Source: an optimization exercise on an open RTL-to-GDS flow (aim: small area). Production flows keep margins and buffers that such runs may drop. Only simulation tests tie the RTL to the original design; equivalence was not proved. The flow treats the clock pin as an ideal source. Dropping or thinning the clock tree relies on that and would not hold on a real chip. Power is estimated from default activity; no workload was simulated.

==> module clockDivider, before the edit <==
module clockDivider(
    input i_clk,
    input i_reset,
    output [1:0] o_counter,
    output [1:0] o_sel,
    output o_thou,
    output o_wrapt,
    output o_start
    );
    reg [2:0] r_s;
    reg       r_p;
    reg [1:0] r_k;
    reg [2:0] r_c;
    wire w_kStep = r_s[2] & ~r_s[1] & ~r_p;
    wire w_x0 = ~(r_k[0] ^ r_s[0]);
    wire w_x1 = ~(r_k[0] ^ r_s[1]);
    assign o_thou  = ~r_p & w_x1;
    assign o_wrapt = r_p & w_x0;
    assign o_sel   = {r_k[1] ^ (r_p ? w_x0 : r_s[1]), ~(r_k[0] ^ r_p)};
    assign o_counter = r_k;
    assign o_start = r_s[1] & r_s[0] & r_p & r_k[1] & ~r_k[0] & ~r_c[2] & ~r_c[0];
    always @(posedge i_clk or posedge i_reset) begin
        if (i_reset) begin
            r_s <= 0;
            r_p <= 0;
            r_k <= 0;
            r_c <= 0;
        end
        else begin
            r_s <= {r_s[1:0], ~(r_s[2] | r_s[1])};
            r_p <= ~r_p;
            r_k <= {r_k[1] ^ (w_kStep & r_k[0]), r_k[0] ^ w_kStep};
            if (w_kStep)
                r_c <= {r_c[1:0], ~(r_c[2] | r_c[1])};
        end
    end
endmodule
==> module counterData, before the edit <==
module counterData(
    input i_clk,
    input i_reset,
    input i_thou,
    input i_wrapt,
    input i_start,
    output [3:0] o_slot0, o_slot1, o_slot2, o_slot3
    );
    reg  [3:0] r_slot0, r_slot1, r_slot2, r_slot3;
    reg        r_carry;
    reg        r_ov;
    wire [3:0] w_next;
    wire       w_carry;
    assign o_slot0 = r_slot0;
    assign o_slot1 = r_slot1;
    assign o_slot2 = r_slot2;
    assign o_slot3 = r_slot3;
    wire w_thou = i_thou;
    wire w_cin  = i_start | r_carry;
    bcdDigit inc(.r_d(r_slot0), .i_en(w_cin), .o_next(w_next), .o_carry(w_carry));
    wire w_wrap = i_wrapt & r_ov
                & r_slot0[1] & r_slot0[0]      
                & r_slot1[2] & r_slot1[1]      
                & r_slot2[2]                   
                & r_slot3[3];                  
    always @(posedge i_clk or posedge i_reset) begin
        if (i_reset) begin
            r_slot0 <= 0;
            r_slot1 <= 0;
            r_slot2 <= 0;
            r_slot3 <= 0;
            r_carry <= 0;
            r_ov <= 0;
        end
        else begin
            r_slot0 <= {r_slot1[3], r_slot1[2:1] & {2{~w_wrap}}, r_slot1[0]};
            r_slot1 <= {r_slot2[3], r_slot2[2] & ~w_wrap, r_slot2[1:0]};
            r_slot2 <= {r_slot3[3] & ~w_wrap, r_slot3[2:0]};
            r_slot3 <= {w_next[3:2], w_next[1:0] & {2{~w_wrap}}};
            r_carry <= w_carry & ~w_thou;
            r_ov    <= (r_ov | (w_carry & w_thou)) & ~w_wrap;
        end
    end
endmodule
==> module MUX4, before the edit <==
module MUX4(
    input [3:0] i_slot0, i_slot1, i_slot2, i_slot3,
    input [1:0] i_sel,
    output [3:0] o_data
    );
    wire [1:0] w_sel = i_sel;
    reg [3:0] r_data;
    assign o_data = r_data;
    always @(*) begin
        case (w_sel)
            2'b00: r_data = i_slot0;
            2'b01: r_data = i_slot1;
            2'b10: r_data = i_slot2;
            2'b11: r_data = i_slot3;
        endcase
    end
endmodule
==> module upCounter, before the edit <==
module upCounter(
    input i_clk,
    input i_reset,
    output [3:0] o_fndDigit,
    output [7:0] o_fndData
    );
    wire       w_start, w_thou, w_wrapt;
    wire [1:0] w_counter, w_sel;
    wire [3:0] w_slot0, w_slot1, w_slot2, w_slot3, w_data;
    clockDivider clkDiv(
        .i_clk(i_clk),
        .i_reset(i_reset),
        .o_counter(w_counter),
        .o_sel(w_sel),
        .o_thou(w_thou),
        .o_wrapt(w_wrapt),
        .o_start(w_start)
    );
    decoder2x4 deco2x4(
        .i_counter(w_counter),
        .o_fndDigit(o_fndDigit)
    );
    counterData cntData(
        .i_clk(i_clk),
        .i_reset(i_reset),
        .i_thou(w_thou),
        .i_wrapt(w_wrapt),
        .i_start(w_start),
        .o_slot0(w_slot0),
        .o_slot1(w_slot1),
        .o_slot2(w_slot2),
        .o_slot3(w_slot3)
    );
    MUX4 mux(
        .i_slot0(w_slot0),
        .i_slot1(w_slot1),
        .i_slot2(w_slot2),
        .i_slot3(w_slot3),
        .i_sel(w_sel),
        .o_data(w_data)
    );
    BCDtoFNDdecoder bcdFndDeco(
        .i_data(w_data),
        .o_fndData(o_fndData)
    );
endmodule
==> flow/config.mk <==
export PLATFORM = sky130hd
export DESIGN_NAME = upCounter
export DESIGN_NICKNAME = upCounter
export VERILOG_FILES = /design/flow/design.v
export SDC_FILE = /design/flow/constraint.sdc
export NUM_CORES = 4
export LEC_CHECK = 0
export CAP_MARGIN = 20
export CORE_AREA = 2.3 2.72 57.04 57.12
export DIE_AREA = 0 0 59.42 59.42
export PLACE_DENSITY = 0.9
export SLEW_MARGIN = 20
==> flow/constraint.sdc <==
create_clock -name core_clock -period 120.0 [get_ports {i_clk}]
set_input_delay 24.0000 -clock core_clock [delete_from_list [all_inputs] [get_ports {i_clk}]]
set_output_delay 24.0000 -clock core_clock [all_outputs]
set_load 0.01 [all_outputs]
standard.sh (not shown) runs the stock make flow with config.mk's settings and CLKGATE_MAP_FILE= SYNTH_SCRIPT=/design/flow/synth_recipe.tcl, a recipe that flattens the netlist after the stock synthesis.
==> flow/flow/run.sh <==
#!/bin/bash
# Own layout flow: the standard synthesis, then the combinational logic between
# the registers re-mapped for area (every register cell and name kept), then
# the standard ORFS layout with 1x port buffers and a one-level clock tree
# (the clock port drives one buffer, which drives every register).
set -euo pipefail
W=$(pwd)
R=$W/orfs/results/$FLOW_PLATFORM/upCounter/base
YOSYS=$(command -v yosys || echo $FLOW_HOME/../tools/install/yosys/bin/yosys)
OPENROAD=$(command -v openroad || echo $FLOW_HOME/../tools/install/OpenROAD/bin/openroad)

bash standard.sh synth > synth.log 2>&1
cp "$R/1_2_yosys.v" "$W/std_synth.v"

FLOW_RESET=i_reset "$YOSYS" -c flow/reopt.tcl > reopt.log 2>&1
cp "$W/reopt_synth.v" "$R/1_2_yosys.v"
rm -f "$R/1_synth.odb" "$R/1_synth.sdc"

export BUFFER_PORTS_ARGS="-buffer_cell sky130_fd_sc_hd__buf_1"
bash standard.sh place > place.log 2>&1

RESULTS="$R" CLOCK_PORT=i_clk CLOCK_BUF=sky130_fd_sc_hd__buf_12 CLOCK_NBUF=1 \
  "$OPENROAD" -no_init -exit flow/cts.tcl > cts.log 2>&1
cp "$R/4_1_cts.odb" "$R/4_cts.odb"

bash standard.sh finish > finish.log 2>&1
Other scripts of this flow, unchanged in this note and not shown: flow/flow/cts.tcl, flow/flow/reopt.tcl
Edit:
--- a/flow/design.v
+++ b/flow/design.v
@@ -4,25 +4,21 @@
     input i_reset,
     output [1:0] o_counter,
-    output [1:0] o_sel,
-    output o_thou,
-    output o_wrapt,
+    output [1:0] o_phase,
     output o_start
     );
     reg [2:0] r_s;
-    reg       r_p;
+    reg [1:0] r_q;
     reg [1:0] r_k;
     reg [2:0] r_c;
-    wire w_kStep = r_s[2] & ~r_s[1] & ~r_p;
-    wire w_x0 = ~(r_k[0] ^ r_s[0]);
-    wire w_x1 = ~(r_k[0] ^ r_s[1]);
-    assign o_thou  = ~r_p & w_x1;
-    assign o_wrapt = r_p & w_x0;
-    assign o_sel   = {r_k[1] ^ (r_p ? w_x0 : r_s[1]), ~(r_k[0] ^ r_p)};
+    wire w_k2    = r_k[1] & ~r_k[0];
+    wire w_kStep = r_s[2] & ~r_s[1] & ~r_q[0];
+    wire w_cStep = r_s[1] & r_s[0] & r_q[0] & w_k2;
     assign o_counter = r_k;
-    assign o_start = r_s[1] & r_s[0] & r_p & r_k[1] & ~r_k[0] & ~r_c[2] & ~r_c[0];
+    assign o_phase = r_q;
+    assign o_start = w_cStep & r_c[1] & r_c[0];
     always @(posedge i_clk or posedge i_reset) begin
         if (i_reset) begin
             r_s <= 0;
-            r_p <= 0;
+            r_q <= 0;
             r_k <= 0;
             r_c <= 0;
@@ -30,7 +26,7 @@
         else begin
             r_s <= {r_s[1:0], ~(r_s[2] | r_s[1])};
-            r_p <= ~r_p;
+            r_q <= {r_q[1] ^ r_q[0], ~r_q[0]};
             r_k <= {r_k[1] ^ (w_kStep & r_k[0]), r_k[0] ^ w_kStep};
-            if (w_kStep)
+            if (w_cStep)
                 r_c <= {r_c[1:0], ~(r_c[2] | r_c[1])};
         end
@@ -59,6 +55,5 @@
     input i_clk,
     input i_reset,
-    input i_thou,
-    input i_wrapt,
+    input [1:0] i_phase,
     input i_start,
     output [3:0] o_slot0, o_slot1, o_slot2, o_slot3
@@ -73,8 +68,8 @@
     assign o_slot2 = r_slot2;
     assign o_slot3 = r_slot3;
-    wire w_thou = i_thou;
-    wire w_cin  = i_start | r_carry;
+    wire w_ones = ~i_phase[1] & i_phase[0];
+    wire w_cin  = i_start | (r_carry & ~w_ones);
     bcdDigit inc(.r_d(r_slot0), .i_en(w_cin), .o_next(w_next), .o_carry(w_carry));
-    wire w_wrap = i_wrapt & r_ov
+    wire w_wrap = i_phase[1] & i_phase[0] & r_ov
                 & r_slot0[1] & r_slot0[0]      
                 & r_slot1[2] & r_slot1[1]      
@@ -95,6 +90,6 @@
             r_slot2 <= {r_slot3[3] & ~w_wrap, r_slot3[2:0]};
             r_slot3 <= {w_next[3:2], w_next[1:0] & {2{~w_wrap}}};
-            r_carry <= w_carry & ~w_thou;
-            r_ov    <= (r_ov | (w_carry & w_thou)) & ~w_wrap;
+            r_carry <= w_carry;
+            r_ov    <= (r_ov | (r_carry & w_ones)) & ~w_wrap;
         end
     end
@@ -120,8 +115,9 @@
 module MUX4(
     input [3:0] i_slot0, i_slot1, i_slot2, i_slot3,
-    input [1:0] i_sel,
+    input [1:0] i_counter,
+    input [1:0] i_phase,
     output [3:0] o_data
     );
-    wire [1:0] w_sel = i_sel;
+    wire [1:0] w_sel = i_counter - i_phase + 2'd1;
     reg [3:0] r_data;
     assign o_data = r_data;
@@ -160,6 +156,6 @@
     output [7:0] o_fndData
     );
-    wire       w_start, w_thou, w_wrapt;
-    wire [1:0] w_counter, w_sel;
+    wire       w_start;
+    wire [1:0] w_counter, w_phase;
     wire [3:0] w_slot0, w_slot1, w_slot2, w_slot3, w_data;
     clockDivider clkDiv(
@@ -167,7 +163,5 @@
         .i_reset(i_reset),
         .o_counter(w_counter),
-        .o_sel(w_sel),
-        .o_thou(w_thou),
-        .o_wrapt(w_wrapt),
+        .o_phase(w_phase),
         .o_start(w_start)
     );
@@ -179,6 +173,5 @@
         .i_clk(i_clk),
         .i_reset(i_reset),
-        .i_thou(w_thou),
-        .i_wrapt(w_wrapt),
+        .i_phase(w_phase),
         .i_start(w_start),
         .o_slot0(w_slot0),
@@ -192,5 +185,6 @@
         .i_slot2(w_slot2),
         .i_slot3(w_slot3),
-        .i_sel(w_sel),
+        .i_counter(w_counter),
+        .i_phase(w_phase),
         .o_data(w_data)
     );
After rerunning: Design area rises by about 1.8%. Core utilization came out higher by 0.71 points. Sequential share of layout area climbs by 1.1 points. Power is higher by about 3.5%. Clock power goes up by about 3%. First-iteration DRC count went down by 7.5%.
No run of this note takes its clock network from TritonCTS; it comes from the design's own scripts or RTL.

==> port drivers added, routing unchanged <==
The flow's constraints put no driver on any port. The routed layouts listed below were extracted and timed again, unchanged, in two steps. Step 1, drivers: a clkbuf_16 drives i_clk and a buf_2 each remaining input, both assumed. Step 2 moves the port delays by t, midway between the first and last clock arrival at a register: inputs arrive t later, outputs are due t later. That takes back most of the time a late clock gives input paths. Three values: no drivers, after step 1, after step 2; two values: the first two.
run | t (ns) | slack for setup (ns) | slew at the worst register clock pin (ns)
the first run | 0.160 | 92.864 / 92.833 / 92.993 | 0.10 / 0.10
the second run | 0.166 | 93.099 / 93.067 / 93.232 | 0.10 / 0.10
After both steps every run listed still meets setup and hold.
